From an optimization exercise on the open Yosys and OpenROAD flow, aimed at a short achievable clock period and few clock cycles; shortcuts taken in it are not production practice.
The RTL was checked by simulation tests, not by an equivalence proof against the original design.
No activity file was given, so power comes from the tool's default toggle rates.

Setup of job 5072:
// core
module core (
    input  logic                clk,
    input  logic                rst_n,
    output logic                imem_req_vld,
    input  logic                imem_req_rdy,
    output logic [68:0]         imem_req,
    input  logic                imem_rsp_vld,
    output logic                imem_rsp_rdy,
    input  logic [68:0]         imem_rsp,
    output logic                dmem_req_vld,
    input  logic                dmem_req_rdy,
    output logic [68:0]         dmem_req,
    input  logic                dmem_rsp_vld,
    output logic                dmem_rsp_rdy,
    input  logic [68:0]         dmem_rsp
);
Settings: LEC_CHECK=0, ABC_CLOCK_PERIOD_IN_PS=4000, CAP_MARGIN=20, CELL_PAD_IN_SITES_DETAIL_PLACEMENT=1, CELL_PAD_IN_SITES_GLOBAL_PLACEMENT=2, CORE_MARGIN=2, CORE_UTILIZATION=35, PLACE_DENSITY=0.55, SLEW_MARGIN=20, TNS_END_PERCENT=10; clock period 11.0 ns.
standard.sh (not shown) runs the stock make flow with config.mk's settings and CLKGATE_MAP_FILE= SYNTH_SCRIPT=/design/flow/synth_recipe.tcl, a recipe that flattens the netlist after the stock synthesis.
==> flow/flow/run.sh <==
#!/bin/bash
set -euo pipefail
bash standard.sh synth > synth.log 2>&1
bash standard.sh SETUP_SLACK_MARGIN=6.5 "BUFFER_PORTS_ARGS=-buffer_cell sky130_fd_sc_hd__buf_4" finish > layout.log 2>&1
Testbench counts of job 5072, summed over its fixed seeds: cycles 115,167.
Here is what was changed in the inputs of job 4439 compared with job 5072.
Settings: CELL_PAD_IN_SITES_GLOBAL_PLACEMENT: 2 -> 0; CELL_PAD_IN_SITES_DETAIL_PLACEMENT: 1 -> 0; TNS_END_PERCENT: 10 -> unset.
==> run summary <==
- ~same sequential share of layout area in job 4439 and job 5072
- [compare] base=job 5072 new=job 4439: switching share of total power shows a reduction of 0.64 points; power density normalized to cell area now sits lower; area growth from synthesis to final layout moved down.
Setup changes, job 4439 to job 2156
Settings: CELL_PAD_IN_SITES_DETAIL_PLACEMENT now 1, was 0; CELL_PAD_IN_SITES_GLOBAL_PLACEMENT now 2, was 0.
==> flow/flow/run.sh <==
#!/bin/bash
set -euo pipefail
bash standard.sh synth > synth.log 2>&1
bash standard.sh SETUP_SLACK_MARGIN=7 "BUFFER_PORTS_ARGS=-buffer_cell sky130_fd_sc_hd__buf_4" finish > layout.log 2>&1
Notes after the runs:
Global-route usage was higher in job 2156 than in job 4439.
The lower critical path depth came out of job 4439.
Job 4439 reports its end of the critical path as x_sd[19] while job 2156 reports x_sd[29].
Job 2156 — part of the power in the clock network 1.0 points lower, job 4439 as reference
Job 4439 -> job 2156: total wire length after detailed routing increased by more than 10%
| sequential share of layout area | lower: job 2156 |
What job 3099 does differently from job 2156 at the input level:
==> flow/flow/run.sh <==
#!/bin/bash
set -euo pipefail
bash standard.sh synth > synth.log 2>&1
bash standard.sh SETUP_SLACK_MARGIN=6.5 "BUFFER_PORTS_ARGS=-buffer_cell sky130_fd_sc_hd__buf_4" finish > layout.log 2>&1
## What came out
Delta (job 3099 minus job 2156): fraction of standard cell area that is sequential climbed 3.3 points; count of clock-buffer cells in the layout climbed 4.0%; combinational share of power dropped 3.4 points.
> inputs changed (job 3099 -> job 1854)
Settings: a change of PLACE_DENSITY from 0.55 to 0.65; an added TNS_END_PERCENT of 10.
[summary]
- Run comparison: job 1854 critical path endpoint x_sd[3]; job 3099 critical path endpoint fetch_q[27]
- Taking job 3099 as the reference, in job 1854 via count of the first global-routing pass saw an increase, tightest hold margin went down by 0.054 ns, highest achievable clock rate went down by 2.5%, average wire per standard cell moved down.
- Vias: job 1854 fewer than job 3099
- There was hardly any difference in cell area after placement between job 3099 and job 1854.
- NOTE: power in job 1854 falls short of that of job 3099
- Number of non-clock buffers ends up lower on job 1854.
- Job 1854: net total in the final layout lower than job 3099
Input-level comparison between job 5272 and job 1854:
Settings: PLACE_DENSITY: 0.65 -> 0.55.
==> flow/flow/run.sh <==
#!/bin/bash
set -euo pipefail
bash standard.sh synth > synth.log 2>&1
bash standard.sh SETUP_SLACK_MARGIN=6.5 finish > layout.log 2>&1
[summary]
Job 5272 vs. job 1854: area added between synthesis and finish went up by 1.3 points. Global-route usage for job 5272: 2.0 points up relative to job 1854. Comparing job 5272 with job 1854, the combinational logic power came out essentially unchanged. Between job 1854 and job 5272, met2 global-route usage increased.

[static timing again, ports no longer ideal]
The results above use ideal ports. As a check the final layouts listed here were re-extracted and re-timed, cells and wires unchanged.
Step 1, drivers: a clkbuf_16 drives clk and a buf_2 each remaining input, both assumed.
Step 2 moves the port delays by t, midway between the first and last clock arrival at a register: inputs arrive t later, outputs are due t later. That takes back most of the time a late clock gives input paths.
a / b / c = ideal ports / drivers / drivers and shift; a / b = the first two.
run	t (ns)	slack for setup (ns)	cell pins on the clock port's net
job 5072	1.035	6.297 / 5.993 / 4.958	1
job 4439	0.979	6.336 / 6.037 / 5.058	1
job 2156	1.030	6.363 / 5.986 / 4.956	1
job 3099	1.010	6.304 / 6.119 / 5.109	1
job 1854	1.022	6.185 / 5.994 / 4.973	1
job 5272	1.019	6.156 / 5.980 / 4.961	1
After both steps setup and hold are still met in every run listed. The setup slack of job 2156, which loses most, moves by -0.377 ns with the drivers and by -1.407 ns with both steps.
